What follows belongs to an exercise in optimizing a design on an open flow for small area; a production flow would make more cautious choices. Where RTL was checked, it was by simulation tests only, not by an equivalence proof against the original. Only the layout flow was run in runs 3 and 4; the RTL was not checked for function there. No activity file was given, so power comes from the tool's default toggle rates.

### flow/flow/run.sh
#!/bin/bash
export BUFFER_PORTS_ARGS="-buffer_cell sky130_fd_sc_hd__buf_1"
bash standard.sh > standard_sh.log 2>&1
### flow/standard.sh
#!/bin/bash
# synth_recipe.tcl (not shown) runs the flow's synth.tcl, then flattens the netlist and writes it again
# the make line also repeats each setting of config.mk as NAME=value (left out here)
make -C /OpenROAD-flow-scripts/flow DESIGN_CONFIG=/design/flow/config.mk WORK_HOME=/design/flow/orfs CLKGATE_MAP_FILE= SYNTH_SCRIPT=/design/flow/synth_recipe.tcl "${@:-finish}"
### flow/config.mk
export PLATFORM = sky130hd
export DESIGN_NAME = tot6502
export DESIGN_NICKNAME = tot6502
export VERILOG_FILES = /design/flow/design.v
export SDC_FILE = /design/flow/constraint.sdc
export NUM_CORES = 4
export LEC_CHECK = 0
export ABC_AREA = 1
export CAP_MARGIN = 20
export CORE_MARGIN = 2
export CORE_UTILIZATION = 60
export SLEW_MARGIN = 20
### flow/constraint.sdc
create_clock -name core_clock -period 8.5 [get_ports {clk}]
set_input_delay 1.7000 -clock core_clock [delete_from_list [all_inputs] [get_ports {clk}]]
set_output_delay 1.7000 -clock core_clock [all_outputs]
set_load 0.01 [all_outputs]
### flow/design.v
module tot6502(
	input  clk,
	input  enable,
	input  [7:0]dati,
	output [7:0]dato,
	output [15:0]addr,
	output rw,
	input  rst_n,
	input  irq_n,
	input  nmi_n,
	input  rdy
);
	function [8:0]radd(input [7:0]p, input [7:0]q, input ci);
		integer k;
		reg c;
		begin
			c = ci;
			for(k = 0; k < 8; k = k + 1) begin
				radd[k] = p[k] ^ q[k] ^ c;
				c = (p[k] & q[k]) | (c & (p[k] ^ q[k]));
			end
			radd[8] = c;
		end
	endfunction
	reg [7:0]a, x, y, sp;
	reg [7:0]dl;                            
	reg fn, fv, fd, fi, fz, fc;             
	reg [15:0]pc;
	reg [15:0]ab;                            
	reg [7:0]inst;
	reg [2:0]tctr;
	reg pb;
	reg [1:0]nmi_st;
	reg nmi_p;                               
	reg [1:0]irq_st;
	reg [1:0]brk_k;                          
	wire brk_flag = brk_k == 0;
	wire [1:0]brk_v = brk_flag ? 2'd3 : brk_k;
	reg nmi_n_st;
	wire [2:0]ia = inst[7:5];
	wire [2:0]ib = inst[4:2];
	wire [1:0]ic = inst[1:0];
	wire t0 = tctr == 0;
	wire t1 = tctr == 1;
	wire t2 = tctr == 2;
	wire t3 = tctr == 3;
	wire t4 = tctr == 4;
	wire t5 = tctr == 5;
	wire t6 = tctr == 6;
	wire c0 = ic == 0;
	wire ia45 = ia[2:1] == 2;
	wire zy = ic[1] & ia45;
	wire m_indx = ib == 0 & ic[0];
	wire m_imm  = (ib == 0 & !ic[0] & (ic[1] | ia[2])) | (ib == 2 & ic[0]);
	wire m_zpg  = ib == 1;
	wire m_abs  = ib == 3 & !(c0 & ia == 3);
	wire m_rel  = ib == 4 & c0;
	wire m_indy = ib == 4 & !c0;
	wire m_zpgx = ib == 5 & !zy;
	wire m_zpgy = ib == 5 & zy;
	wire m_absy = (ib == 6 & ic[0]) | (ib == 7 & zy);
	wire m_absx = ib == 7 & !zy;
	wire m_imp2 = (ib == 2 & !ic[0] & (ic[1] | ia[2])) | (ib == 6 & !ic[0]);
	wire m_absxy = m_absx | m_absy;
	wire i_jmp_ind	= inst == 8'h6C;
	wire i_jmp_abs	= inst == 8'h4C;
	wire i_jsr		= inst == 8'h20;
	wire i_rts		= inst == 8'h60;
	wire i_rti		= inst == 8'h40;
	wire i_brk		= inst == 8'h00;
	wire i_php		= inst == 8'h08;
	wire i_pha		= inst == 8'h48;
	wire i_plp		= inst == 8'h28;
	wire i_pla		= inst == 8'h68;
	wire i_push		= i_php | i_pha;
	wire i_pull		= i_plp | i_pla;
	wire i_bra		= m_rel;
	wire i_shy		= inst == 8'h9C;
	wire i_shx		= inst == 8'h9E;
	wire i_sta		= ia == 4 & ic[0];
	wire i_stx		= ia == 4 & ic[1] & ib != 2 & ib != 6;
	wire i_sty		= ia == 4 & c0 & ib[0];
	wire i_bit		= ia == 1 & c0 & (ib == 1 | ib == 3);
	wire i_ldy		= ia == 5 & c0 & (ib[0] | ib == 0);
	wire i_cpxy		= ia[2:1] == 3 & c0 & (ib == 0 | ib == 1 | ib == 3);
	wire i_lda		= ia == 5 & ic[0];
	wire i_ldx		= ia == 5 & ic[1] & ib != 2 & ib != 6;
	wire i_spec		= ib == 2 & ic == 3;               
	wire ldm_act	= ic[1] & (ib[0] | (ic[0] & ib != 2)) & !ia45;
	wire bra_f =
	ia[2:1] == 0 ? fn :
	ia[2:1] == 1 ? fv :
	ia[2:1] == 2 ? fc : fz;
	wire bra = bra_f == ia[0];
	wire exec =
	(m_zpg & t2) |
	((m_abs | m_zpgx | m_zpgy) & t3) |
	(m_absxy & (pb ? t4 : t3)) |
	(m_indx & t5) |
	(m_indy & (pb ? t5 : t4));
	wire op_rdy = exec | (m_imm & t1);
	wire [2:0]ldm_k =
	m_zpg ? 3'd2 :
	m_absxy ? 3'd4 :
	(m_indx | m_indy) ? 3'd5 : 3'd3;
	wire ldm_wre = tctr == ldm_k;
	wire ldm_dle = tctr == ldm_k + 3'd1;
	wire ldm_end = tctr == ldm_k + 3'd2;
	wire [8:0]aadd;
	wire bra_pb = aadd[8] ^ dl[7];
	wire st_long = ia == 4 & (ic[0] | ib == 7) & (m_indy | m_absxy);
	wire op_end =
	(ldm_act & ldm_end) |
	(i_bra & ((t1 & !bra) | (t2 & !bra_pb) | t3)) |
	(st_long & (m_indy ? t5 : t4)) |
	(m_imp2 & t1) |
	((i_push | i_jmp_abs) & t2) |
	(i_pull & t3) |
	(i_jmp_ind & t4) |
	((i_jsr | i_rti | i_rts) & t5) |
	(i_brk & t6) |
	(!ldm_act & !st_long & op_rdy);
	wire nmi_req 		= nmi_p;
	wire irq_req 		= irq_st[1] == 0 & fi == 0;
	wire ie_req  		= nmi_req | irq_req;
	wire i_st = i_sta | i_stx | i_sty;
	wire st_out = (i_st & !i_shx & !i_shy) | i_pha;
	assign dato = st_out ? aa_in : dl;
	assign addr[15:0] = ab;
	wire st_end = st_long ? (m_indy ? t5 : t4) : op_rdy;
	wire t2p = tctr >= 2;
	wire t3p = tctr >= 3;
	wire s_oadr = (t2p & (m_indx | m_indy | m_zpg | m_zpgx | m_zpgy | i_rti | i_brk | i_push | i_pull |
		((i_jsr | i_rts) & !t5))) | (t3p & (m_abs | m_absxy | i_jmp_ind));
	wire s_wren = (ldm_act & (ldm_dle | ldm_end)) | (i_jsr & (t3 | t4)) | (i_push & t2) |
		(i_brk & (t2 | t3 | t4) & brk_k != 2);
	assign rw 			= !(s_wren | (i_st & !t1 & st_end));
	wire en = enable & (rdy | !rw);
	wire e_t1  = t1;
	wire e_end = op_end;
	wire e_dl = ldm_act & ldm_dle;
	wire o_dey = inst == 8'h88;
	wire o_iny = inst == 8'hC8;
	wire o_inx = inst == 8'hE8;
	wire o_dex = inst == 8'hCA;
	wire o_tya = inst == 8'h98;
	wire o_txa = inst == 8'h8A;
	wire o_tay = inst == 8'hA8;
	wire o_tax = inst == 8'hAA;
	wire o_tsx = ia == 5 & ic[1] & ib == 6;      
	wire o_txs = inst == 8'h9A;
	wire o_sha = ic == 2 & ib == 2 & !ia[2];     
	wire o_flg = ib == 6 & c0;                   
	wire u_sub	= (ia == 7 | ia == 6);            
	wire alu_grp	= ic[0] & !ia45 & !i_spec;   
	wire x_alu	= alu_grp & e_end;
	wire x_spec	= i_spec & t1;                
	wire x_ld	= (i_lda | i_ldx | i_ldy) & op_rdy;
	wire x_cp	= i_cpxy & op_rdy;
	wire x_bit	= i_bit & op_rdy;
	wire x_pla	= i_pla & t3;
	wire ls = (e_dl & ia[2:1] == 0) | (e_t1 & o_sha & !ia[1]);              
	wire rs = (e_dl & ia[2:1] == 1) | (e_t1 & o_sha & ia[1]) | (x_spec & ia[2:1] == 1);    
	wire z_a = x_ld | x_pla;                     
	wire s_dl = e_dl;
	wire s_x  = !e_dl & ((i_cpxy & ia[0]) | o_dex | o_inx | o_txa | o_txs | (i_stx & !i_sta));
	wire s_y  = !e_dl & ((i_cpxy & !ia[0]) | o_dey | o_iny | o_tya | i_sty);
	wire s_ax = !e_dl & ((i_spec & ia == 6) | (i_stx & i_sta));
	wire s_sp = !e_dl & o_tsx & !z_a;
	wire s_a  = !(s_dl | s_x | s_y | s_ax | s_sp | z_a);
	wire [7:0]aa_in =
	({8{s_dl}} & dl) | ({8{s_x}} & x) | ({8{s_y}} & y) | ({8{s_sp}} & sp) |
	({8{s_a | s_ax}} & a & ({8{!s_ax}} | x));
	wire use_dl = alu_grp & !e_dl & ic[1];
	wire use_di = !e_dl & (i_cpxy | i_spec | i_bit | z_a | (alu_grp & !ic[1]));
	wire b_inv = (rs & !i_spec) | (e_dl & ia == 6) | i_cpxy | (i_spec & ia[2:1] == 3) | (alu_grp & u_sub & !e_dl) | o_dey | o_dex;
	wire [7:0]ab_in = (({8{ls}} & aa_in) | ({8{use_di}} & dati) | ({8{use_dl}} & dl)) ^ {8{b_inv}};
	wire ac_in =
	(e_dl & ia == 7) | (ls & ia[0] & fc) | i_cpxy | o_iny | o_inx |
	(i_spec & ia == 6) | (i_spec & ia == 7 & fc) |
	(alu_grp & !e_dl & (ia == 6 | (ia[1:0] == 3 & fc)));
	wire [7:0]h = aa_in ^ ab_in;
	wire [7:0]g = aa_in & ab_in;
	reg [8:0]sum;
	integer k;
	always @* begin
		sum[0] = ac_in;
		for(k = 0; k < 8; k = k + 1)
			sum[k + 1] = g[k] | (h[k] & sum[k]);
		sum[7:0] = h ^ sum[7:0];
	end
	wire [7:0]and_v = g;
	wire sh_in = ia[0] & fc;
	wire [7:0]shv = {sh_in, g[7:1]};
	wire lg_any = x_bit | (x_alu & ia[2:1] == 0) | (x_alu & ia == 2) | (x_spec & ia[2:1] == 0);
	wire sel_h = lg_any & !x_bit & !i_spec & (ia == 0 | ia == 2);
	wire sel_g = lg_any & (ia != 2 | x_bit | i_spec);
	wire sel_sm = !(rs | lg_any);
	wire [7:0]res =
	({8{rs}} & shv) | ({8{sel_h}} & h) | ({8{sel_g}} & g) | ({8{sel_sm}} & sum[7:0]);
	wire we_a =
	(x_alu & ia != 6) | (x_spec & ia != 4 & ia != 6) | (x_ld & i_lda) | x_pla |
	(e_t1 & (o_tya | o_txa | o_sha));
	wire we_x =
	(x_ld & (i_ldx | inst == 8'hAB)) | (x_spec & ia == 6) |
	(e_t1 & (o_inx | o_dex | o_tax | o_tsx));
	wire we_y = (x_ld & i_ldy) | (e_t1 & (o_iny | o_dey | o_tay));
	wire we_zn =
	x_alu | (x_spec & ia != 4) | x_ld | x_pla | x_cp | x_bit | e_dl |
	(e_t1 & (o_inx | o_dex | o_iny | o_dey | o_tax | o_tay | o_tsx | o_tya | o_txa | o_sha));
	wire tr_a = o_tay | o_tax;
	wire n_res = x_bit ? dati[7] : res[7];
	wire z_res = res == 0;
	wire m_zp1 = m_indx | m_indy | m_zpg | m_zpgx | m_zpgy;
	wire i_stk = i_jsr | i_rts | i_rti | i_brk | i_push | i_pull;
	wire aa_bra = i_bra & t2;
	wire aa_brh = i_bra & t3;
	wire hi_inc = (t3 & m_absxy) | (t4 & m_indy);           
	wire b_idx  = (t2 & (m_absxy | m_indx | m_zpgx | m_zpgy)) | (t3 & m_indy);
	wire b_pass = (t2 & (m_abs | i_jmp_ind)) | (t4 & m_indx);
	wire b_one  = (t2 & m_indy) | hi_inc;
	wire lo_dec = i_jsr | i_push | (i_brk & !t5);
	wire sa_dl = (t2 & (m_abs | m_absxy | i_jmp_ind)) | (t3 & m_indy) | (t4 & m_indx);
	wire sa_lo = !(aa_bra | hi_inc | sa_dl);
	wire [7:0]ad_a =
	({8{aa_bra}} & pc[7:0]) |
	({8{hi_inc}} & ab[15:8]) | ({8{sa_dl}} & dl) | ({8{sa_lo}} & ab[7:0]);
	wire ix = m_indx | m_zpgx | m_absx;
	wire b_oth = !aa_bra & !b_idx & !b_pass & !b_one;
	wire ad_s = b_oth & lo_dec;
	wire [7:0]ad_b =
	({8{aa_bra}} & dl) | ({8{b_idx & ix}} & x) | ({8{b_idx & !ix}} & y) | {8{ad_s}};
	wire ad_c = b_one | (b_oth & !lo_dec);
	assign aadd = radd(ad_a, ad_b, ad_c);
	wire [8:0]pc_incl = radd(pc[7:0], 8'h00, 1'b1);
	wire [8:0]pc_inch = radd(pc[15:8], {8{aa_brh & dl[7]}}, aa_brh ? !dl[7] : pc_incl[8]);
	wire [15:0]pc_inc = {pc_inch[7:0], pc_incl[7:0]};
	wire pc_ld = (i_jmp_ind & t4) | (i_jmp_abs & t2) | (i_jsr & t5) | (i_rts & t4) | (i_rti & t5) | (i_brk & t6);
	wire pc_up = (t0 & !ie_req) | (t1 & !((ib == 0 & c0 & !ia[2] & ia != 1) | ((ib == 2 | ib == 6) & !ic[0]))) |
		(t2 & (m_abs | m_absxy)) | (i_rts & t5) | (i_brk & t1 & brk_flag);
	wire pc_upx = pc_up & !pc_ld;
	wire pc_hw = pc_ld | pc_upx | aa_brh;
	wire pc_lw = pc_ld | pc_upx | aa_bra;
	wire [7:0]pc_nvh = ({8{pc_ld}} & dati) | ({8{pc_upx | aa_brh}} & pc_inc[15:8]);
	wire [7:0]pc_nvl = ({8{pc_ld}} & dl) | ({8{pc_upx}} & pc_inc[7:0]) | ({8{aa_bra}} & aadd[7:0]);
	wire [15:0]pc_next = {pc_hw ? pc_nvh : pc[15:8], pc_lw ? pc_nvl : pc[7:0]};
	wire oadr_next = !op_end & !(t4 & (i_jsr | i_rts)) &
		(s_oadr | (t1 & (m_zp1 | i_stk)) | (t2 & (m_abs | m_absxy | i_jmp_ind)));
	wire ld_dt = (t4 & m_indx) | (t2 & (m_abs | m_absxy | i_jmp_ind));
	wire ld_ad = ld_dt | (t2 & (m_indx | m_zpgx | m_zpgy)) | (t3 & m_indy) |
		(t3 & (m_indx | i_jmp_ind | i_jsr | i_rts | i_rti | i_brk)) |
		(t2 & (m_indy | i_rts | i_rti | i_brk | i_pull)) | (t4 & i_rti) | (t5 & i_brk);
	wire ld_hi = (hi_inc & pb) | (t3 & (i_shx | i_shy));
	wire [7:0]shxy = (i_shx ? x : y) & aadd[7:0];
	wire o_sp = t1 & i_stk;
	wire o_vec = t4 & i_brk;
	wire o_zp = t1 & m_zp1;
	wire o_lw = ld_ad | o_sp | o_zp | o_vec;
	wire [7:0]oaddr_lo =
	({8{ld_ad}} & aadd[7:0]) | ({8{o_sp}} & sp) | ({8{o_zp}} & dati) |
	({8{o_vec}} & {4'hf, 1'b1, brk_v, 1'b0});
	wire o_hdi = ld_dt | (t3 & m_indy);
	wire o_shxy = t3 & (i_shx | i_shy);
	wire o_hadd = hi_inc & pb & !o_shxy;
	wire o_hw = (t1 & (m_zp1 | i_stk)) | o_hdi | o_vec | o_shxy | o_hadd;
	wire [7:0]oaddr_hi =
	{7'h00, o_sp} | {8{o_vec}} | ({8{o_hdi}} & dati) | ({8{o_shxy}} & shxy) |
	({8{o_hadd}} & aadd[7:0]);
	wire [15:0]oaddr_next = {oaddr_hi, oaddr_lo};
	wire d_di = (t3 & (m_indx | i_jmp_ind | i_rts)) | (t1 & (m_abs | m_absxy | i_bra | i_jmp_ind)) | (t2 & m_indy) |
		(t4 & i_rti) | (t5 & i_brk) | (ldm_act & ldm_wre);
	wire d_ph = (t2 & i_jsr) | (t1 & i_brk);
	wire d_pl = (t3 & i_jsr) | (t2 & i_brk);
	wire d_st = (t1 & i_php) | (t3 & i_brk);
	wire d_sp = t4 & i_jsr;
	wire dl_we = d_di | e_dl | d_ph | d_pl | d_st | o_shxy | d_sp;
	wire [7:0]dl_next =
	({8{d_di}} & dati) | ({8{e_dl}} & res) | ({8{d_ph}} & pc_next[15:8]) |
	({8{d_pl}} & pc_next[7:0]) | ({8{d_st}} & {fn, fv, 1'b1, brk_flag | i_php, fd, fi, fz, fc}) |
	({8{o_shxy}} & shxy) | ({8{d_sp}} & sp);
	wire sp_ad = (t2 & (i_push | i_pull)) | (t3 & i_rts) | (t4 & (i_rti | i_brk | i_jsr));
	wire sp_di = t1 & i_jsr;                     
	wire sp_rs = t1 & o_txs;
	wire f_pl  = t3 & (i_plp | i_rti);
	wire f_op  = e_t1 & o_flg & ia != 4;
	wire c_sum = (x_alu & (ia[1:0] == 3 | ia[2:1] == 3)) | x_cp | (x_spec & ia[2:1] == 3) | ls;
	wire c_g0  = (e_dl & ia[2:1] == 1) | (e_t1 & o_sha & ia[1]) | (x_spec & ia == 2);
	wire c_g7  = x_spec & (ia[2:1] == 0 | ia == 3);
	wire c_op  = f_op & ia[2:1] == 0;
	wire v_add = (x_alu & ia[1:0] == 3) | (x_spec & ia == 7);
	wire v_arr = x_spec & ia == 3;
	wire v_di  = x_bit | f_pl;
	wire v_clv = f_op & ia[2:1] == 2;
	wire i_op  = f_op & ia[2:1] == 1;
	wire i_bk  = t3 & i_brk;
	wire d_op  = f_op & ia[2:1] == 3;
	always @(posedge clk)
	if(enable)
	begin
		nmi_n_st <= nmi_n;
	end
	always @(posedge clk)
	if(!rst_n)
	begin
		inst 			<= 8'h00;
		brk_k			<= 2;
		fn				<= 0;
		fv				<= 0;
		fd				<= 0;
		fz				<= 0;
		fc				<= 0;
		tctr 	   	<= 1;
		nmi_p			<= 0;
		nmi_st		<= 0;
	end
		else
	if(en)
	begin
		nmi_st[1:0] <= {nmi_st[0], nmi_n_st};
		irq_st[1:0] <= {irq_st[0], irq_n};
		nmi_p <= !(t0 & nmi_p) & (nmi_p | nmi_st[1:0] == 2'b10);
		if(t0)
		begin
			inst		<= ie_req ? 8'h00 : dati;
			brk_k		<= !ie_req ? 2'd0 : nmi_req ? 2'd1 : 2'd3;
		end
		if(pc_hw)
			pc[15:8] <= pc_nvh;
		if(pc_lw)
			pc[7:0] <= pc_nvl;
		if(oadr_next ? o_hw : (pc_hw | s_oadr))
			ab[15:8] <= oadr_next ? oaddr_hi : pc_next[15:8];
		if(oadr_next ? o_lw : (pc_lw | s_oadr))
			ab[7:0] <= oadr_next ? oaddr_lo : pc_next[7:0];
		if(sp_ad | sp_di | sp_rs)
			sp <= ({8{sp_ad}} & aadd[7:0]) | ({8{sp_di}} & dati) | ({8{sp_rs}} & res);
		if((t2 & m_absxy) | (t3 & m_indy))
			pb <= aadd[8];
		if(dl_we)
			dl <= dl_next;
		if(we_a)
			a <= res;
		if(we_x)
			x <= res;
		if(we_y)
			y <= res;
		if(we_zn) begin
			fz <= z_res;
			fn <= n_res;
		end
		if(c_sum | c_g0 | c_g7 | c_op | f_pl)
			fc <= (c_sum & sum[8]) | (c_g0 & g[0]) | (c_g7 & g[7]) | (c_op & ia[0]) | (f_pl & dati[0]);
		if(v_add | v_arr | v_di | v_clv)
			fv <= (v_add & (a[7] ^ sum[7]) & (dati[7] ^ sum[7] ^ ia[2])) | (v_arr & (g[7] ^ g[6])) | (v_di & dati[6]);
		if(i_op | i_bk | f_pl)
			fi <= (i_op & ia[0]) | i_bk | (f_pl & dati[2]);
		if(d_op | f_pl)
			fd <= (d_op & ia[0]) | (f_pl & dati[3]);
		if(f_pl) begin
			fn <= dati[7];
			fz <= dati[1];
		end
		if(op_end)
		begin
			tctr <= 0;
		end
			else
		if(tctr != 7)
			tctr <= tctr + 1;
	end
endmodule
==> reports/results.ini, run 1 <==
[setup_path]
worstPathRequired_ns = 8.56
end_kind = flip-flop
timing.critical_path.buf_inv = 3
slowest_delay_ns = 0.64
critPathLaunchType = flip-flop
rr_startpoint = inst[3]$_SDFFE_PN0P_
crit_family = adder cells
cp.arrival_ns = 7.88
ff2ff_path_depth = 28
timing.rr.end = sp[7]$_DFFE_PP_
critPathMostFrequentCell = fa_1
crit_slowest_cell = dfxtp_1
worstSetupPathType = flip-flop to flip-flop
crit_path_max_fanout = 9
reg2reg_slack_ns = 0.68

[detailed_routing]
num_vias = 9544
via_per_inst = 6.707
drc = 0
drt-initial-drc-count = 1670
dr.pass1.iters = 8
wl_um = 33330
postRouteAntennaNets = 0
wl_per_cell_um = 23.43

[global_routing]
grt_max_degree = 23
grt_pass1_wl_um = 51690
antenna_found_initial = 0
globalRouteOverflowTotal = 0
grt_pass1_vias = 8940
grtUsageTotal_pct = 42.13

[floorplanning]
core-area_um2 = 14590
start_util_pct = 61.48
die_area_um2 = 15940
die_height_um = 126.3
chipWidth_um = 126.3
num_io_pins = 39
rows = 44

[synthesis]
yosys-mux-area-fraction_pct = 0
synth_cell_types = 66
synth_top_area_share_pct = 25.78
syn-mean-instance-area_um2 = 7.550
ys_top_cells_by_count = nand2_1, inv_1, nor2_1
ys_ff_latch = 98
yosys_warnings = 1
synthAdderAreaFrac_pct = 8.202
synth_edf_count = 77
synth_cells = 1188
synth_compound_area_share_pct = 21.38
yosysMostFrequentCell = nand2_1
synth_largest_area_cell = edfxtp_1
syn_area_um2 = 8970
yosys.area_share.simple_pct = 29.08
synthTopCellsByArea = edfxtp_1, nand2_1, inv_1, fa_1, nor2_1
synthXorXnorAreaFrac_pct = 1.269
synth_top_family_by_area = simple AND/OR/NAND/NOR gates
syn_nets = 1247
seq_area_frac_synth_pct = 30.46
synth-main-ff-cell = edfxtp_1
async_flop_share_pct = 0

[timing]
fin_worst_skew_ns = 0.01250
max_slew_margin_pct = 29.73
setup_slack_ns = 0.6828
grt_setup_unrepaired = false
period_minus_slack_ns = 7.817
timing.fmax_mhz = 127.9
worst_pin_slew_ns = 1.054
hold_viol = 0
setup_viol = 0
period_share_pct = 91.97
final_max_slew_viol_count = 0
fin_setup_tns_ns = 0

[finish]
drive_gt1_share_pct = 12.11
final_cells = 1423
nets = 1293
area_growth_pct = 7.867
diodes = 0

[min_path]
hold_depth = 0
hold_path.class = flip-flop to flip-flop
min_to = irq_st[1]$_DFFE_PP_
hold_start = irq_st[0]$_DFFE_PP_

[power_and_ir_drop]
pwr-share-clk_pct = 33.2
power_leakage_nw = 4.037
switching_share_pct = 34.60
pwr-share-seq_pct = 43.3
power.density_nw_per_um2 = 131.9
combPwrFrac_pct = 23.5
p_sw_mw = 0.4416
intPower_mw = 0.8346
ir_drop_mv = 0.1319

[run_status]
outcome = no timing/DRC/antenna violations

[flow_run]
max_cap_viol_count = 0

[clocking]
cts_tree = yes
post_cts_buffers = 0
cts.clk_slew.worst_paths_ns = 0.08
ctsLongestPathBuffers = 2
cts_made_buffers = 9
cts-resized-gates = 0
cts_root_buf = clkbuf_16
htreeDepth = 3
insertion_delay_ns = 0.37
hold_buffers = 0
clock_sinks = 98

[placement]
place_inst = 1407
dp_slack_ns = 0.7984
io_buffer_count = 38
gp_congestion = 1.100
hpwl_um = 26280

## power groups by stage
stage / sequential (mW) / clock, mW / combinational (mW)
finish: 0.553 / 0.424 / 0.299
detailed placement: 0.563 / 0 / 0.281
floorplan: 0.560 / 0 / 0.186
CTS: 0.552 / 0.423 / 0.284
global placement: 0.563 / 0 / 0.280
global route: 0.554 / 0.436 / 0.318
## layout make-up
cell class,instances,area [µm²]
flip-flops and latches,98,2733
fillers,1292,4913
multi-input cells,878,5376
repair buffers,64,337.8
clock buffers,9,225.2
inverters,183,696.9
well taps,184,230.2
clock inverters,7,76.32
## metal layers
layer | track usage, % | vias to the layer above | wire, µm
met4 | 16.94 | 0 | 1559
met2 | 59.99 | 831 | 13550
met5 | 0 | - | 0
li1 | - | 4222 | -
met1 | 60.16 | 4350 | 13190
met3 | 12.45 | 141 | 5037
## worst max path at each step
| stage | startpoint | to | slack (ns) | depth (start not counted) |
|---|---|---|---|---|
| after detailed placement | inst[3]$_SDFFE_PN0P_ | sp[7]$_DFFE_PP_ | 0.80 | 28 |
| after floorplan | tctr[1]$_SDFFE_PN0P_ | ab[0]$_DFFE_PP_ | 1.19 | 31 |
| after global routing | inst[2]$_SDFFE_PN0P_ | sp[7]$_DFFE_PP_ | 0.27 | 29 |
| final | inst[3]$_SDFFE_PN0P_ | sp[7]$_DFFE_PP_ | 0.68 | 28 |
| after global placement | inst[3]$_SDFFE_PN0P_ | sp[7]$_DFFE_PP_ | 0.94 | 28 |
| after CTS | inst[3]$_SDFFE_PN0P_ | sp[7]$_DFFE_PP_ | 0.77 | 28 |
## logic make-up after synthesis
group,after synthesis
DFF,98
adders and majority gates,45
AOI/OAI and AO/OA,281
xor gates and xnor gates,13
buffers and inverters,212
and+or+nand+nor,539
## sequential cells by signal, indices dropped and copies added (netlist names), 2 cells and up
signal / flops
a: 8
ab: 16
brk_k: 2
dl: 8
inst: 8
irq_st: 2
nmi_st: 2
pc: 16
sp: 8
tctr: 3
x: 8
y: 8
## cells in the final DEF, fill, tap and decap left out, types with 9 or more instances in the layout
cell         n
nor2_2      12
nor2_1     114
o22ai_1     12
inv_2       25
dfxtp_1     21
o2111ai_1   21
ha_1        22
clkbuf_16    9
nand3_2     10
nor2_4      11
nand2_1    274
o221ai_1    20
a221oi_1    12
edfxtp_1    77
o21ai_0     60
nand4_1     15
a2111oi_0   16
nor3_1      17
o211ai_1    18
fa_1        23
buf_1       38
inv_1      152
buf_4       26
nand3_1     43
nand2_2     14
a21oi_1     57
a22oi_1     18
## stage by stage
stage	instance area (µm²)	util [%]	hold slack [ns]	total power, mW
2_1_floorplan	8970	-	0.4003	0.7464
3_3_place_gp	9374	64.25	0.4316	0.8424
3_5_place_dp	9374	64.25	0.4214	0.8444
4_1_cts	9676	66.32	0.4496	1.260
5_1_grt	9676	66.32	0.4617	1.309
6_report	9676	66.32	0.4432	1.276
==> run 2, diff against run 1 <==
==> flow/run.sh (new file) <==
#!/bin/bash
# synth_recipe.tcl (not shown) runs the flow's synth.tcl, then flattens the netlist and writes it again
# the make line also repeats each setting of config.mk as NAME=value (left out here)
make -C /OpenROAD-flow-scripts/flow DESIGN_CONFIG=/design/flow/config.mk WORK_HOME=/design/flow/orfs CLKGATE_MAP_FILE= SYNTH_SCRIPT=/design/flow/synth_recipe.tcl finish
--- a/flow/config.mk
+++ b/flow/config.mk
@@ -9,4 +9,5 @@
 export CAP_MARGIN = 20
 export CORE_MARGIN = 2
 export CORE_UTILIZATION = 60
+export CTS_CLUSTER_SIZE = 30
 export SLEW_MARGIN = 20
removed: flow/flow/run.sh
removed: flow/standard.sh
==> run 2 against run 1 <==
Net effect:
- flip-flop and latch count is the same
- hold slack lost 0.011 ns
- register-to-register slack lost 0.03 ns
- wire length grew 0.71%
==> reports/results.ini, run 2 <==
[setup_path]
timing.critical_path.buf_inv = 4  ; +1
worstSetupPathType = flip-flop to flip-flop
cp.arrival_ns = 7.95  ; +0.07 ns
crit_slowest_cell = dfxtp_1
slowest_delay_ns = 0.65  ; about the same
rr_startpoint = inst[2]$_SDFFE_PN0P_
reg2reg_slack_ns = 0.65  ; -0.03 ns
critPathMostFrequentCell = fa_1
crit_path_max_fanout = 9  ; unchanged
ff2ff_path_depth = 29  ; +3.6%
cp-startpoint = inst[2]$_SDFFE_PN0P_
worstPathRequired_ns = 8.60  ; +0.04 ns
critPathLaunchType = flip-flop
timing.rr.end = sp[7]$_DFFE_PP_
end_kind = flip-flop
crit_family = adder cells

[run_status]
outcome = no timing/DRC/antenna violations

[timing]
fin_setup_tns_ns = 0  ; unchanged
hold_viol = 0  ; unchanged
worst_pin_slew_ns = 0.9991  ; -0.05494 ns
timing.fmax_mhz = 127.4  ; -0.41%
period_minus_slack_ns = 7.849  ; +0.03216 ns
period_share_pct = 92.34  ; +0.38 points
grt_setup_unrepaired = false
setup_viol = 0  ; unchanged
max_slew_margin_pct = 31.67  ; +1.9 points
fin_worst_skew_ns = 0.01340  ; +0.0008977 ns
final_max_slew_viol_count = 0  ; unchanged

[detailed_routing]
wl_um = 33570  ; +0.71%
dr.pass1.iters = 8  ; unchanged
drc = 0  ; unchanged
num_vias = 9583  ; +0.41%
via_per_inst = 6.744  ; +0.55%
drt-initial-drc-count = 1545  ; -7.5%
postRouteAntennaNets = 0  ; unchanged
wl_per_cell_um = 23.63  ; +0.86%

[flow_run]
max_cap_viol_count = 0  ; unchanged

[floorplanning]
die_height_um = 126.3  ; unchanged
rows = 44  ; unchanged
die_area_um2 = 15940  ; unchanged
chipWidth_um = 126.3  ; unchanged
start_util_pct = 61.48  ; unchanged
num_io_pins = 39  ; unchanged
core-area_um2 = 14590  ; unchanged

[clocking]
post_cts_buffers = 0  ; unchanged
ctsLongestPathBuffers = 2  ; unchanged
cts_made_buffers = 9  ; unchanged
clock_sinks = 98  ; unchanged
hold_buffers = 0  ; unchanged
cts.clk_slew.worst_paths_ns = 0.08  ; about the same
htreeDepth = 3  ; unchanged
cts_root_buf = clkbuf_16
cts-resized-gates = 0  ; unchanged
cts_tree = yes
insertion_delay_ns = 0.37  ; about the same

[synthesis]
async_flop_share_pct = 0  ; unchanged
yosys_warnings = 1  ; unchanged
synth-main-ff-cell = edfxtp_1
synth_cells = 1188  ; unchanged
synth_top_area_share_pct = 25.78  ; unchanged
synthTopCellsByArea = edfxtp_1, nand2_1, inv_1, fa_1, nor2_1
seq_area_frac_synth_pct = 30.46  ; unchanged
syn_area_um2 = 8970  ; unchanged
ys_ff_latch = 98  ; unchanged
syn_nets = 1247  ; unchanged
ys_top_cells_by_count = nand2_1, inv_1, nor2_1
yosysMostFrequentCell = nand2_1
synth_largest_area_cell = edfxtp_1
synth_edf_count = 77  ; unchanged
syn-mean-instance-area_um2 = 7.550  ; unchanged
synth_cell_types = 66  ; unchanged

[finish]
diodes = 0  ; unchanged
area_growth_pct = 10.42
reg_top3 = ab x16, pc x16
layout_common_cells = nand2_1, inv_1, nor2_1
finish.utilization_pct = 67.89  ; +1.6 points
fillerInstances = 1261  ; -2.4%
final_common_cell = nand2_1
final_cells = 1421  ; -0.14%
drive_gt1_share_pct = 12.05  ; -0.061 points
nets = 1291  ; -0.15%

[global_routing]
antenna_found_initial = 1  ; +1
grtUsageTotal_pct = 42.31  ; +0.19 points
grt_pass1_wl_um = 51750  ; +0.12%
grt_pass1_vias = 8872  ; -0.76%
grt_max_degree = 23  ; unchanged
globalRouteOverflowTotal = 0  ; unchanged

[power_and_ir_drop]
power.density_nw_per_um2 = 129.4  ; -1.9%
power_leakage_nw = 4.130  ; +2.3%
ir_drop_mv = 0.1194  ; -9.5%

[min_path]
hold_depth = 0  ; unchanged
min_to = irq_st[1]$_DFFE_PP_
hold_start = irq_st[0]$_DFFE_PP_
hold_path.class = flip-flop to flip-flop

[placement]
gp_congestion = 1.066  ; -3.1%
place_inst = 1405  ; -0.14%
io_buffer_count = 38  ; unchanged
hpwl_um = 26520  ; +0.94%

==> run 2: changes by cell type in the layout (fill, tap and decap cells not counted) <==
cell,before,now
a21oi_1,57,56
a21oi_2,0,1
buf_1,38,0
buf_4,26,24
clkdlybuf4s50_1,0,38
clkinv_8,1,2
inv_6,1,2
inv_8,3,1
==> run 2: cells by family (layout without fill, tap and decap cells) <==
logic type	after synthesis	in the layout	synth area share (%)
buf+inv	212	261	9.597
simple gates	539	539	29.08
fa+ha+maj	45	45	8.202
compound gates	281	281	21.38
flops	98	98	30.46
xor+xnor	13	13	1.269
==> run 2: report_power, final <==
part,switching (mW),internal [mW]
registers,0.0122,0.540
clock network,0.210,0.209
logic,0.214,0.0960
total,0.436,0.846
==> run 2: stage by stage <==
stage	instance area [µm²]	hold slack (ns)	total power [mW]	worst slack [ns]
after floorplan	8970	0.4003	0.7464	1.193
after global placement	9597	0.4220	0.8535	0.8583
after detailed placement	9597	0.4173	0.8566	0.7508
after CTS	9901	0.4348	1.267	0.7254
after global routing	9905	0.4349	1.324	0.1875
final	9905	0.4322	1.282	0.6507
==> run 2: area by class of cell <==
type | instances | area [µm²] | area share [%]
Inverter | 183 | 696.9 | 7.036
Clock buffer | 9 | 225.2 | 2.274
Clock inverter | 7 | 78.83 | 0.7959
Multi-Input combinational cell | 878 | 5380 | 54.32
Sequential cell | 98 | 2733 | 27.59
Tap cell | 184 | 230.2 | 2.324
Timing Repair Buffer | 62 | 560.5 | 5.659
==> run 2: per-layer routing <==
layer	up-vias	track usage, %	routed length (µm)	part of all wire, %
li1	4230	-	-	-
met1	4394	59.71	12940	39
met2	827	59.90	13920	41
met3	132	13.98	5176	15
met4	0	17.07	1530	4.6
met5	-	1.238	0	0
==> run 2: how the worst max path moves through the flow <==
| stage | end | slack (ns) | cells past startpoint |
|---|---|---|---|
| final | sp[7]$_DFFE_PP_ | 0.65 | 29 |
| after global routing | sp[7]$_DFFE_PP_ | 0.19 | 30 |
| after CTS | sp[7]$_DFFE_PP_ | 0.73 | 29 |
| after detailed placement | sp[7]$_DFFE_PP_ | 0.75 | 29 |
| after global placement | sp[7]$_DFFE_PP_ | 0.86 | 29 |
| after floorplan | ab[0]$_DFFE_PP_ | 1.19 | 31 |
==> run 3, diff against run 2 <==
--- a/flow/design.v
+++ b/flow/design.v
@@ -174,7 +174,8 @@
 	wire use_dl = alu_grp & !e_dl & ic[1];
 	wire use_di = !e_dl & (i_cpxy | i_spec | i_bit | z_a | (alu_grp & !ic[1]));
 	wire b_inv = (rs & !i_spec) | (e_dl & ia == 6) | i_cpxy | (i_spec & ia[2:1] == 3) | (alu_grp & u_sub & !e_dl) | o_dey | o_dex;
-	wire [7:0]ab_in = (({8{ls}} & aa_in) | ({8{use_di}} & dati) | ({8{use_dl}} & dl)) ^ {8{b_inv}};
+	wire sh_t3 = t3 & (i_shx | i_shy);           
+	wire [7:0]ab_in = (({8{ls}} & aa_in) | ({8{use_di}} & dati) | ({8{use_dl}} & dl) | ({8{sh_t3}} & aadd[7:0])) ^ {8{b_inv}};
 	wire ac_in =
 	(e_dl & ia == 7) | (ls & ia[0] & fc) | i_cpxy | o_iny | o_inx |
 	(i_spec & ia == 6) | (i_spec & ia == 7 & fc) |
@@ -192,9 +193,9 @@
 	wire [7:0]and_v = g;
 	wire sh_in = ia[0] & fc;
 	wire [7:0]shv = {sh_in, g[7:1]};
-	wire lg_any = x_bit | (x_alu & ia[2:1] == 0) | (x_alu & ia == 2) | (x_spec & ia[2:1] == 0);
+	wire lg_any = x_bit | (x_alu & ia[2:1] == 0) | (x_alu & ia == 2) | (x_spec & ia[2:1] == 0) | sh_t3;
 	wire sel_h = lg_any & !x_bit & !i_spec & (ia == 0 | ia == 2);
-	wire sel_g = lg_any & (ia != 2 | x_bit | i_spec);
+	wire sel_g = lg_any & (ia != 2 | x_bit | i_spec | sh_t3);
 	wire sel_sm = !(rs | lg_any);
 	wire [7:0]res =
 	({8{rs}} & shv) | ({8{sel_h}} & h) | ({8{sel_g}} & g) | ({8{sel_sm}} & sum[7:0]);
@@ -251,7 +252,6 @@
 		(t3 & (m_indx | i_jmp_ind | i_jsr | i_rts | i_rti | i_brk)) |
 		(t2 & (m_indy | i_rts | i_rti | i_brk | i_pull)) | (t4 & i_rti) | (t5 & i_brk);
 	wire ld_hi = (hi_inc & pb) | (t3 & (i_shx | i_shy));
-	wire [7:0]shxy = (i_shx ? x : y) & aadd[7:0];
 	wire o_sp = t1 & i_stk;
 	wire o_vec = t4 & i_brk;
 	wire o_zp = t1 & m_zp1;
@@ -264,7 +264,7 @@
 	wire o_hadd = hi_inc & pb & !o_shxy;
 	wire o_hw = (t1 & (m_zp1 | i_stk)) | o_hdi | o_vec | o_shxy | o_hadd;
 	wire [7:0]oaddr_hi =
-	{7'h00, o_sp} | {8{o_vec}} | ({8{o_hdi}} & dati) | ({8{o_shxy}} & shxy) |
+	{7'h00, o_sp} | {8{o_vec}} | ({8{o_hdi}} & dati) | ({8{o_shxy}} & res) |
 	({8{o_hadd}} & aadd[7:0]);
 	wire [15:0]oaddr_next = {oaddr_hi, oaddr_lo};
 	wire d_di = (t3 & (m_indx | i_jmp_ind | i_rts)) | (t1 & (m_abs | m_absxy | i_bra | i_jmp_ind)) | (t2 & m_indy) |
@@ -275,9 +275,9 @@
 	wire d_sp = t4 & i_jsr;
 	wire dl_we = d_di | e_dl | d_ph | d_pl | d_st | o_shxy | d_sp;
 	wire [7:0]dl_next =
-	({8{d_di}} & dati) | ({8{e_dl}} & res) | ({8{d_ph}} & pc_next[15:8]) |
+	({8{d_di}} & dati) | ({8{e_dl | o_shxy}} & res) | ({8{d_ph}} & pc_next[15:8]) |
 	({8{d_pl}} & pc_next[7:0]) | ({8{d_st}} & {fn, fv, 1'b1, brk_flag | i_php, fd, fi, fz, fc}) |
-	({8{o_shxy}} & shxy) | ({8{d_sp}} & sp);
+	({8{d_sp}} & sp);
 	wire sp_ad = (t2 & (i_push | i_pull)) | (t3 & i_rts) | (t4 & (i_rti | i_brk | i_jsr));
 	wire sp_di = t1 & i_jsr;                     
 	wire sp_rs = t1 & o_txs;
==> flow/flow/run.sh (new file) <==
#!/bin/bash
export BUFFER_PORTS_ARGS="-buffer_cell sky130_fd_sc_hd__buf_1"
export CTS_ARGS="-sink_clustering_enable -repair_clock_nets -dont_use_dummy_load"
bash standard.sh > standard_sh.log 2>&1
==> flow/standard.sh (new file) <==
#!/bin/bash
# synth_recipe.tcl (not shown) runs the flow's synth.tcl, then flattens the netlist and writes it again
# the make line also repeats each setting of config.mk as NAME=value (left out here)
make -C /OpenROAD-flow-scripts/flow DESIGN_CONFIG=/design/flow/config.mk WORK_HOME=/design/flow/orfs CLKGATE_MAP_FILE= SYNTH_SCRIPT=/design/flow/synth_recipe.tcl "${@:-finish}"
--- a/flow/config.mk
+++ b/flow/config.mk
@@ -9,5 +9,4 @@
 export CAP_MARGIN = 20
 export CORE_MARGIN = 2
 export CORE_UTILIZATION = 60
-export CTS_CLUSTER_SIZE = 30
 export SLEW_MARGIN = 20
removed: flow/run.sh
==> run 3 against run 2 <==
Net effect:
- non-clock buffer count increased by 6
- via count decreased by 2.4%
- sequential share of layout area increased by 1.7 points
- combinational power about the same
- first-iteration DRC count increased by 21%
- register-to-register slack got worse by 0.26 ns
- critical path depth increased by 2
- sequential power about the same
- utilization decreased by 1.2 points
- clock power decreased by 15%
- largest cell class unchanged
- largest power group unchanged
==> reports/results.ini, run 3 <==
[flow_run]
max_cap_viol_count = 0  ; unchanged

[global_routing]
grt_pass1_wl_um = 48980  ; -5.3%
globalRouteOverflowTotal = 0  ; unchanged
antenna_found_initial = 0  ; -1
grt_pass1_vias = 8542  ; -3.7%
grt_max_degree = 19  ; -17%
grtUsageTotal_pct = 42.95  ; +0.64 points

[detailed_routing]
num_vias = 9349  ; -2.4%
via_per_inst = 6.654  ; -1.3%
dr.pass1.iters = 8  ; unchanged
drc = 0  ; unchanged
wl_per_cell_um = 22.83  ; -3.4%
drt-initial-drc-count = 1873  ; +21%
postRouteAntennaNets = 0  ; unchanged
wl_um = 32080  ; -4.4%

[setup_path]
timing.critical_path.buf_inv = 6  ; +2
cp.arrival_ns = 8.20  ; +0.25 ns
end_kind = flip-flop
crit_family = adder cells
critPathLaunchType = flip-flop
cp.depth = 31  ; +6.9%
slowest_delay_ns = 0.49  ; -0.16 ns
critPathMostFrequentCell = fa_1
cp-startpoint = tctr[0]$_SDFFE_PN1P_
rr_startpoint = tctr[0]$_SDFFE_PN1P_
worstPathRequired_ns = 8.59  ; about the same
worstSetupPathType = flip-flop to flip-flop
crit_path_max_fanout = 9  ; unchanged
crit_slowest_cell = fa_1
ff2ff_path_depth = 31  ; +6.9%

[finish]
final_cells = 1405  ; -1.1%
finish.utilization_pct = 66.65  ; -1.2 points
nets = 1286  ; -0.39%
layout_common_cells = nand2_1, inv_1, nor2_1
area_growth_pct = 7.735
diodes = 0  ; unchanged
reg_top3 = ab x16, pc x16
final_common_cell = nand2_1
drive_gt1_share_pct = 9.469  ; -2.6 points

[power_and_ir_drop]
pwr-share-seq_pct = 45.4  ; +2.3 points
combPwrFrac_pct = 25.4  ; +1.2 points
p_sw_mw = 0.4011  ; -8.1%
pwr-share-clk_pct = 29.2  ; -3.5 points
power.density_nw_per_um2 = 131.0  ; +1.2%
power_leakage_nw = 3.940  ; -4.6%
ir_drop_mv = 0.1364  ; +14%
power_mw = 1.222  ; -4.7%
intPower_mw = 0.8205  ; -3.0%
switching_share_pct = 32.83  ; -1.2 points

[timing]
fin_worst_skew_ns = 0.02540  ; +0.01200 ns
period_share_pct = 95.41  ; +3.1 points
worst_pin_slew_ns = 1.093  ; +0.09416 ns
max_slew_margin_pct = 26.78  ; -4.9 points
timing.fmax_mhz = 123.3  ; -3.2%
hold_viol = 0  ; unchanged
setup_viol = 0  ; unchanged
final_max_slew_viol_count = 0  ; unchanged
grt_setup_unrepaired = false
period_minus_slack_ns = 8.110  ; +0.2606 ns
fin_setup_tns_ns = 0  ; unchanged

[synthesis]
syn-mean-instance-area_um2 = 7.366  ; -2.4%
synth_top_area_share_pct = 26.72  ; +0.94 points
ys_top_cells_by_count = nand2_1, inv_1, nor2_1
synth_edf_count = 77  ; unchanged
syn_area_um2 = 8655  ; -3.5%
synth_compound_area_share_pct = 20.17  ; -1.2 points
yosys.area_share.simple_pct = 28.51  ; -0.57 points
synth_largest_area_cell = edfxtp_1
synthTopCellsByArea = edfxtp_1, nand2_1, inv_1, fa_1, nor2_1
async_flop_share_pct = 0  ; unchanged
synth_cells = 1175  ; -1.1%
yosys-mux-area-fraction_pct = 0  ; unchanged
yosys_warnings = 1  ; unchanged
ys_ff_latch = 98  ; unchanged
yosysMostFrequentCell = nand2_1
synthAdderAreaFrac_pct = 8.501  ; +0.30 points
synth_cell_types = 57  ; -14%
syn_nets = 1234  ; -1.0%
synth-main-ff-cell = edfxtp_1
synthXorXnorAreaFrac_pct = 1.822  ; +0.55 points
synth_top_family_by_area = simple AND/OR/NAND/NOR gates
seq_area_frac_synth_pct = 31.57  ; +1.1 points

[clocking]
hold_buffers = 0  ; unchanged
cts_tree = yes
ctsLongestPathBuffers = 2  ; unchanged
post_cts_buffers = 0  ; unchanged
insertion_delay_ns = 0.36  ; about the same
cts_root_buf = clkbuf_16
htreeDepth = 3  ; unchanged
cts-resized-gates = 0  ; unchanged
clock_sinks = 98  ; unchanged
cts.clk_slew.worst_paths_ns = 0.08  ; about the same
cts_made_buffers = 9  ; unchanged

[placement]
place_inst = 1396  ; -0.64%
io_buffer_count = 38  ; unchanged
gp_congestion = 1.082  ; +1.5%
hpwl_um = 24960  ; -5.9%

[floorplanning]
die_area_um2 = 15400  ; -3.4%
start_util_pct = 61.87  ; +0.39 points
num_io_pins = 39  ; unchanged
core-area_um2 = 13990  ; -4.1%
chipWidth_um = 124.1  ; -1.7%
die_height_um = 124.1  ; -1.7%
rows = 43  ; -2.3%

[min_path]
hold_start = irq_st[0]$_DFFE_PP_
hold_depth = 0  ; unchanged
hold_path.class = flip-flop to flip-flop

[run_status]
outcome = no timing/DRC/antenna violations

run 3: changes by cell type in the layout (fill, tap and decap cells not counted), moves of 9 or more:
| cell | before | now |
|---|---|---|
| clkdlybuf4s50_1 | 38 | 0 |
| buf_1 | 0 | 38 |
| xor2_1 | 6 | 15 |
| a2111oi_0 | 16 | 1 |
| inv_2 | 25 | 16 |
| nand3_1 | 43 | 61 |
| a21oi_1 | 56 | 67 |
| o22ai_1 | 12 | 40 |
run 3: cells by family (layout without fill, tap and decap cells):
group | Yosys count | in the layout
AOI/OAI and AO/OA | 271 | 271
adders and majority gates | 45 | 45
and+or+nand+nor | 543 | 543
buffers and inverters | 200 | 250
xor gates and xnor gates | 18 | 18
DFF | 98 | 98
run 3: power groups by stage:
stage	Sequential, mW	Clock (mW)	Combinational, mW
6_report	0.555	0.357	0.310
5_1_grt	0.556	0.372	0.333
4_1_cts	0.554	0.355	0.295
3_5_place_dp	0.565	0	0.293
3_3_place_gp	0.564	0	0.291
2_1_floorplan	0.562	0	0.193
run 3: final timing paths:
kind / slack, ns / end
hold reg to reg: 0.45 / irq_st[1]$_DFFE_PP_
setup / recovery: 0.39 / sp[7]$_DFFE_PP_
hold / removal: 0.45 / irq_st[1]$_DFFE_PP_
setup reg to reg: 0.39 / sp[7]$_DFFE_PP_
run 3: through the flow:
stage               instance area (µm²)  hold WS (ns)  worst slack [ns]
finish                             9324        0.4496            0.3901
global route                       9324        0.4506          0.001505
CTS                                9324        0.4477            0.4853
detailed placement                 9099        0.4301            0.4647
global placement                   9087        0.4135            0.5909
floorplan                          8655        0.4003            0.7144
run 3: layout make-up:
cell class,instances,area [µm²]
inverters,173,660.6
multi-input cells,877,5109
clock buffers,9,225.2
fillers,1305,4664
repair buffers,68,371.6
well taps,180,225.2
flip-flops and latches,98,2733
run 3: metal layers:
layer	track usage (%)	up-vias	wire length [µm]
li1	-	4157	-
met1	62.49	4224	12780
met2	61.13	854	13080
met3	10.67	114	4806
met4	16.85	0	1410
met5	0	-	0
==> run 4, diff against run 3 <==
==> flow/flow/run.sh (replaced) <==
#!/bin/bash
export BUFFER_PORTS_ARGS="-buffer_cell sky130_fd_sc_hd__buf_1"
export CTS_ARGS="-sink_clustering_enable -repair_clock_nets -dont_use_dummy_load -buf_list sky130_fd_sc_hd__clkbuf_8"
bash standard.sh > standard_sh.log 2>&1
==> run 4 against run 3 <==
Net effect:
- wire length shrank 0.19%
- critical endpoint unchanged
- utilization shrank 0.69 points
- synthesized cell count is the same
==> reports/results.ini, run 4 <==
[setup_path]
timing.critical_path.buf_inv = 7  ; +1
end_kind = flip-flop
slowest_delay_ns = 0.55  ; +0.06 ns
crit_family = adder cells
worstPathRequired_ns = 8.64  ; +0.05 ns
critPathMostFrequentCell = fa_1
worstSetupPathType = flip-flop to flip-flop
crit_path_max_fanout = 9  ; unchanged
critPathLaunchType = flip-flop
cp.arrival_ns = 8.15  ; -0.05 ns
crit_slowest_cell = fa_1

[clocking]
cts_tree = yes
cts_made_buffers = 9  ; unchanged
clock_sinks = 98  ; unchanged
ctsLongestPathBuffers = 2  ; unchanged
cts_root_buf = clkbuf_8
insertion_delay_ns = 0.41  ; +0.05 ns
htreeDepth = 3  ; unchanged
post_cts_buffers = 0  ; unchanged
cts.clk_slew.worst_paths_ns = 0.12  ; +0.04 ns

[synthesis]
ys_top_cells_by_count = nand2_1, inv_1, nor2_1
yosys_warnings = 1  ; unchanged
synth_largest_area_cell = edfxtp_1
syn-mean-instance-area_um2 = 7.366  ; unchanged
synth_cell_types = 57  ; unchanged
async_flop_share_pct = 0  ; unchanged
syn_area_um2 = 8655  ; unchanged
yosysMostFrequentCell = nand2_1
synthTopCellsByArea = edfxtp_1, nand2_1, inv_1, fa_1, nor2_1
synth-main-ff-cell = edfxtp_1
synth_edf_count = 77  ; unchanged
syn_nets = 1234  ; unchanged
synth_cells = 1175  ; unchanged
synth_top_area_share_pct = 26.72  ; unchanged
ys_ff_latch = 98  ; unchanged
seq_area_frac_synth_pct = 31.57  ; unchanged

[finish]
layout_common_cells = nand2_1, inv_1, nor2_1
final_cells = 1405  ; unchanged
nets = 1286  ; unchanged
final_common_cell = nand2_1
area_growth_pct = 6.621
diodes = 0  ; unchanged
reg_top3 = ab x16, pc x16
drive_gt1_share_pct = 9.469  ; unchanged

[power_and_ir_drop]
power_mw = 1.123  ; -8.1%
power_leakage_nw = 3.894  ; -1.2%
ir_drop_mv = 0.1058  ; -22%
power.density_nw_per_um2 = 121.7  ; -7.1%

[timing]
hold_viol = 0  ; unchanged
max_slew_margin_pct = 26.04  ; -0.74 points
period_minus_slack_ns = 8.009  ; -0.1014 ns
timing.fmax_mhz = 124.9  ; +1.3%
grt_setup_unrepaired = false
final_max_slew_viol_count = 0  ; unchanged
fin_setup_tns_ns = 0  ; unchanged
setup_viol = 0  ; unchanged
fin_worst_skew_ns = 0.04153  ; +0.01612 ns
worst_pin_slew_ns = 1.104  ; +0.01098 ns
period_share_pct = 94.22  ; -1.2 points

[placement]
io_buffer_count = 38  ; unchanged
hpwl_um = 24960  ; unchanged
gp_congestion = 1.082  ; unchanged
place_inst = 1396  ; unchanged

[detailed_routing]
via_per_inst = 6.651  ; about the same
wl_um = 32020  ; -0.19%
wl_per_cell_um = 22.79  ; -0.19%
num_vias = 9345  ; -0.043%
postRouteAntennaNets = 0  ; unchanged
dr.pass1.iters = 8  ; unchanged
drt-initial-drc-count = 1924  ; +2.7%
drc = 0  ; unchanged

[floorplanning]
rows = 43  ; unchanged
chipWidth_um = 124.1  ; unchanged
die_area_um2 = 15400  ; unchanged
num_io_pins = 39  ; unchanged
die_height_um = 124.1  ; unchanged
start_util_pct = 61.87  ; unchanged
core-area_um2 = 13990  ; unchanged

[global_routing]
grtUsageTotal_pct = 42.84  ; -0.11 points
antenna_found_initial = 0  ; unchanged
grt_max_degree = 19  ; unchanged
globalRouteOverflowTotal = 0  ; unchanged
grt_pass1_wl_um = 48780  ; -0.41%
grt_pass1_vias = 8503  ; -0.46%

[run_status]
outcome = no timing/DRC/antenna violations

[flow_run]
max_cap_viol_count = 0  ; unchanged

[min_path]
hold_path.class = flip-flop to flip-flop

[run 4: cell counts after synthesis]
Identical to the previous run, type by type.
[run 4: where the power goes]
| group | total [mW] | internal [mW] | switching (mW) |
|---|---|---|---|
| clock | 0.259 | 0.0955 | 0.164 |
| sequential | 0.554 | 0.542 | 0.0120 |
| combinational | 0.309 | 0.0906 | 0.218 |
| total | 1.12 | 0.728 | 0.394 |
[run 4: per-stage QoR]
step | hold WS [ns] | utilization [%] | instance area, µm² | setup slack [ns]
detailed placement | 0.4301 | 65.04 | 9099 | 0.4647
finish | 0.4635 | 65.97 | 9228 | 0.4915
global route | 0.4603 | 65.97 | 9228 | 0.06125
global placement | 0.4135 | 64.96 | 9087 | 0.5909
floorplan | 0.4003 | - | 8655 | 0.7144
CTS | 0.4566 | 65.93 | 9223 | 0.5005
[run 4: what timing repair did]
action                     4_1_cts  5_1_grt
gates resized for setup          0        1
setup endpoints to repair        0        1
hold buffers                     0        0
[run 4: kinds of logic after synthesis]
| group | share of synthesized area, % |
|---|---|
| AO/OA/AOI/OAI | 20.17 |
| XOR/XNOR | 1.822 |
| adder cells (fa/ha/maj) | 8.501 |
| buffers and inverters | 9.426 |
| flip-flops | 31.57 |
| AND/OR/NAND/NOR | 28.51 |
[run 4: cell type report]
type / instances / area [µm²]
multi-input cells: 877 / 5114
fillers: 1325 / 4761
flip-flops and latches: 98 / 2733
inverters: 173 / 660.6
repair buffers: 68 / 371.6
well taps: 180 / 225.2
clock buffers: 9 / 123.9
[run 4: path summary, 6_finish.rpt]
path,from,to,slack [ns],cells past startpoint
worst min register to register,irq_st[0]$_DFFE_PP_,irq_st[1]$_DFFE_PP_,0.46,0
worst max-delay path,tctr[0]$_SDFFE_PN1P_,sp[7]$_DFFE_PP_,0.49,32
worst max register to register,tctr[0]$_SDFFE_PN1P_,sp[7]$_DFFE_PP_,0.49,32
worst min-delay path,irq_st[0]$_DFFE_PP_,irq_st[1]$_DFFE_PP_,0.46,0
[run 4: per-layer routing]
layer | wire length [µm] | up-vias | share of wire, % | global-route usage [%]
met5 | 16 | - | 0.050 | 0
met4 | 1262 | 2 | 3.9 | 16.50
met3 | 4570 | 109 | 14 | 9.982
met2 | 13210 | 806 | 41 | 61.03
met1 | 12970 | 4267 | 40 | 62.83
li1 | - | 4161 | - | -
[run 4: worst reg2reg max path, delay by kind of cell (launching register included)]
family / cells / cell delay [ns]
DFF: 1 / 0.34
AOI/OAI and AO/OA: 5 / 0.79
and+or+nand+nor: 9 / 1.16
xor gates and xnor gates: 1 / 0.17
adders and majority gates: 10 / 4.33
buffers and inverters: 7 / 1.01
==> run 5, diff against run 4 <==
--- a/flow/design.v
+++ b/flow/design.v
@@ -47,6 +47,7 @@
 	wire t4 = tctr == 4;
 	wire t5 = tctr == 5;
 	wire t6 = tctr == 6;
+	wire t7 = tctr == 7;
 	wire c0 = ic == 0;
 	wire ia45 = ia[2:1] == 2;
 	wire zy = ic[1] & ia45;
@@ -99,13 +100,11 @@
 	(m_indx & t5) |
 	(m_indy & (pb ? t5 : t4));
 	wire op_rdy = exec | (m_imm & t1);
-	wire [2:0]ldm_k =
-	m_zpg ? 3'd2 :
-	m_absxy ? 3'd4 :
-	(m_indx | m_indy) ? 3'd5 : 3'd3;
-	wire ldm_wre = tctr == ldm_k;
-	wire ldm_dle = tctr == ldm_k + 3'd1;
-	wire ldm_end = tctr == ldm_k + 3'd2;
+	wire k3 = m_abs | m_zpgx;
+	wire k5 = m_indx | m_indy;
+	wire ldm_wre = (m_zpg & t2) | (k3 & t3) | (m_absxy & t4) | (k5 & t5);
+	wire ldm_dle = (m_zpg & t3) | (k3 & t4) | (m_absxy & t5) | (k5 & t6);
+	wire ldm_end = (m_zpg & t4) | (k3 & t5) | (m_absxy & t6) | (k5 & t7);
 	wire [8:0]aadd;
 	wire bra_pb = aadd[8] ^ dl[7];
 	wire st_long = ia == 4 & (ic[0] | ib == 7) & (m_indy | m_absxy);
@@ -222,9 +221,8 @@
 	wire b_one  = (t2 & m_indy) | hi_inc;
 	wire lo_dec = i_jsr | i_push | (i_brk & !t5);
 	wire sa_dl = (t2 & (m_abs | m_absxy | i_jmp_ind)) | (t3 & m_indy) | (t4 & m_indx);
-	wire sa_lo = !(aa_bra | hi_inc | sa_dl);
+	wire sa_lo = !(hi_inc | sa_dl);
 	wire [7:0]ad_a =
-	({8{aa_bra}} & pc[7:0]) |
 	({8{hi_inc}} & ab[15:8]) | ({8{sa_dl}} & dl) | ({8{sa_lo}} & ab[7:0]);
 	wire ix = m_indx | m_zpgx | m_absx;
 	wire b_oth = !aa_bra & !b_idx & !b_pass & !b_one;
@@ -365,7 +363,6 @@
 			tctr <= 0;
 		end
 			else
-		if(tctr != 7)
 			tctr <= tctr + 1;
 	end
 endmodule
==> run 5 against run 4 <==
Net effect:
- still clean
- critical endpoint is now dl[7]$_DFFE_PP_
- clock skew is 0.012 ns lower
- fmax is 1.5% lower
- wire length is 1.2% higher
- critical path depth is 2 higher
- largest cell class unchanged
- sequential share of layout area is 0.061 points lower
- highest routed layer is now met4
- final cell count is 1.2% higher
- sequential power hardly changed
- worst setup slack worse by 0.12 ns
- count of clock-buffer cells in the layout stayed put
- clock power is 3% lower
- largest power group unchanged
==> reports/results.ini, run 5 <==
[detailed_routing]
drt-initial-drc-count = 2047  ; +6.4%
postRouteAntennaNets = 0  ; unchanged
num_vias = 9561  ; +2.3%
wl_um = 32410  ; +1.2%
drc = 0  ; unchanged
dr.pass1.iters = 6  ; -2
wl_per_cell_um = 22.79  ; about the same
via_per_inst = 6.724  ; +1.1%

[synthesis]
synth_cells = 1192  ; +1.4%
async_flop_share_pct = 0  ; unchanged
yosys_warnings = 1  ; unchanged
synth_top_area_share_pct = 26.66  ; -0.062 points
ys_ff_latch = 98  ; unchanged
syn-mean-instance-area_um2 = 7.277  ; -1.2%
synth_largest_area_cell = edfxtp_1
synth-main-ff-cell = edfxtp_1
synth_edf_count = 77  ; unchanged
yosysMostFrequentCell = nand2_1
ys_top_cells_by_count = nand2_1, inv_1, nor2_1
synthTopCellsByArea = edfxtp_1, nand2_1, inv_1, fa_1, nor2_1
synth_cell_types = 61  ; +7.0%
seq_area_frac_synth_pct = 31.50  ; -0.073 points
syn_nets = 1250  ; +1.3%
syn_area_um2 = 8675  ; +0.23%

[flow_run]
max_cap_viol_count = 0  ; unchanged

[global_routing]
grt_pass1_vias = 8609  ; +1.2%
grtUsageTotal_pct = 41.47  ; -1.4 points
globalRouteOverflowTotal = 0  ; unchanged
grt_pass1_wl_um = 49810  ; +2.1%
antenna_found_initial = 0  ; unchanged
grt_max_degree = 22  ; +3

[setup_path]
cp.arrival_ns = 8.22  ; +0.07 ns
slowest_delay_ns = 0.59  ; +0.04 ns
crit_path_max_fanout = 11  ; +2
worstSetupPathType = flip-flop to flip-flop
crit_slowest_cell = dfxtp_1
end_kind = flip-flop
critPathMostFrequentCell = fa_1
worstPathRequired_ns = 8.59  ; -0.05 ns
critPathLaunchType = flip-flop

[floorplanning]
die_area_um2 = 15440  ; +0.23%
num_io_pins = 39  ; unchanged
rows = 43  ; unchanged
chipWidth_um = 124.2  ; +0.11%
core-area_um2 = 13990  ; unchanged
die_height_um = 124.2  ; +0.11%
start_util_pct = 62.01  ; +0.14 points

[timing]
worst_pin_slew_ns = 1.189  ; +0.08435 ns
grt_setup_unrepaired = false
final_max_slew_viol_count = 0  ; unchanged
max_slew_margin_pct = 20.76  ; -5.3 points
timing.fmax_mhz = 123.0  ; -1.5%
period_share_pct = 95.64  ; +1.4 points
period_minus_slack_ns = 8.130  ; +0.1210 ns
setup_viol = 0  ; unchanged
fin_worst_skew_ns = 0.02974  ; -0.01179 ns
hold_viol = 0  ; unchanged
fin_setup_tns_ns = 0  ; unchanged

[placement]
gp_congestion = 1.132  ; +4.6%
place_inst = 1413  ; +1.2%
hpwl_um = 25660  ; +2.8%
io_buffer_count = 38  ; unchanged

[finish]
drive_gt1_share_pct = 9.662  ; +0.19 points
final_cells = 1422  ; +1.2%
reg_top3 = ab x16, pc x16
final_common_cell = nand2_1
layout_common_cells = nand2_1, inv_1, nor2_1
area_growth_pct = 6.693  ; about the same
diodes = 0  ; unchanged
nets = 1302  ; +1.2%

[clocking]
cts_root_buf = clkbuf_8
insertion_delay_ns = 0.39  ; -0.02 ns
ctsLongestPathBuffers = 2  ; unchanged
post_cts_buffers = 0  ; unchanged
cts_made_buffers = 9  ; unchanged
htreeDepth = 3  ; unchanged
cts.clk_slew.worst_paths_ns = 0.07  ; -0.05 ns
cts_tree = yes
clock_sinks = 98  ; unchanged

[power_and_ir_drop]
power.density_nw_per_um2 = 117.6  ; -3.3%
ir_drop_mv = 0.1237  ; +17%
power_mw = 1.089  ; -3.0%
power_leakage_nw = 3.947  ; +1.4%

[run_status]
outcome = no timing/DRC/antenna violations

[min_path]
hold_path.class = flip-flop to flip-flop

## run 5: cells by family after synthesis
family / synth area share, %
AOI/OAI and AO/OA: 20.91
and+or+nand+nor: 29.12
DFF: 31.50
xor gates and xnor gates: 0.6059
buffers and inverters: 9.520
adders and majority gates: 8.337
## run 5: layout make-up
class,count,area [µm²]
Clock buffer,9,123.9
Timing Repair Buffer,66,352.8
Sequential cell,98,2735
Inverter,183,690.7
Multi-Input combinational cell,886,5127
Fill cell,1275,4733
Tap cell,180,225.2
## run 5: final timing paths
kind	start	to	slack (ns)	cells after the start
max	inst[3]$_SDFFE_PN0P_	dl[7]$_DFFE_PP_	0.37	34
min	irq_st[0]$_DFFE_PP_	irq_st[1]$_DFFE_PP_	0.45	0
max reg2reg	inst[3]$_SDFFE_PN0P_	dl[7]$_DFFE_PP_	0.37	34
min reg2reg	irq_st[0]$_DFFE_PP_	irq_st[1]$_DFFE_PP_	0.45	0
## run 5: repair_timing
action / 4_1_cts / 5_1_grt
hold buffers: 0 / 0
hold endpoints to repair: 0 / 0
resized for setup: 0 / 2
setup endpoints to repair: 0 / 4
## run 5: where the power goes
part           internal (mW)  switching (mW)  total (mW)
logic                 0.0826           0.203       0.286
clock network         0.0953           0.155       0.250
registers              0.540          0.0120       0.552
total                  0.718           0.370        1.09
## run 5: metrics by stage
| step | hold slack, ns | setup slack, ns | cell area, µm² | utilization [%] |
|---|---|---|---|---|
| final | 0.4466 | 0.3704 | 9255 | 66.16 |
| after global routing | 0.4551 | 0.01628 | 9255 | 66.16 |
| after CTS | 0.4410 | 0.4533 | 9246 | 66.10 |
| after detailed placement | 0.4068 | 0.4490 | 9123 | 65.21 |
| after global placement | 0.4146 | 0.5887 | 9117 | 65.18 |
| after floorplan | 0.4003 | 1.205 | 8675 | - |
## run 5: per-layer routing
| metal | GRT usage, % | up-vias | routed length [µm] |
|---|---|---|---|
| li1 | - | 4213 | - |
| met1 | 59.79 | 4325 | 12510 |
| met2 | 58.12 | 896 | 13130 |
| met3 | 11.96 | 127 | 5277 |
| met4 | 17.58 | 0 | 1500 |
| met5 | 0 | - | 0 |
## run 5: worst max-delay path, delay by kind of cell (launching register included)
family | cells | cell delay, ns
and+or+nand+nor | 10 | 1.16
AOI/OAI and AO/OA | 6 | 0.87
buffers and inverters | 9 | 1.22
adders and majority gates | 9 | 4.00
DFF | 1 | 0.59

what the ideal ports hide:
Ports are ideal in the flow. The routed layouts listed here were re-timed in OpenROAD. Step 1 sets driving cells, clkbuf_16 on the clock port and buf_2 on the other inputs (assumed; they add their load-dependent delay and slew). Step 2 times the ports against the registers' clock, not the clock port: input delays grow and output delays shrink by t, the midpoint of the rising clock arrivals with the driver on. Three values: ideal ports, drivers, drivers and shift; two values: the first two.
run | shift t [ns] | setup slack, ns | slew at the worst register clock pin (ns) | cell pins on the clock port's net
run 1 | 0.411 | 0.683 / 0.683 / 0.683 | 0.08 / 0.08 | 1
run 2 | 0.406 | 0.651 / 0.651 / 0.651 | 0.08 / 0.08 | 1
run 3 | 0.394 | 0.390 / 0.390 / 0.390 | 0.08 / 0.08 | 1
run 4 | 0.430 | 0.491 / 0.491 / 0.491 | 0.12 / 0.12 | 1
run 5 | 0.417 | 0.370 / 0.370 / 0.370 | 0.10 / 0.10 | 1
After both steps every run listed still meets setup and hold.
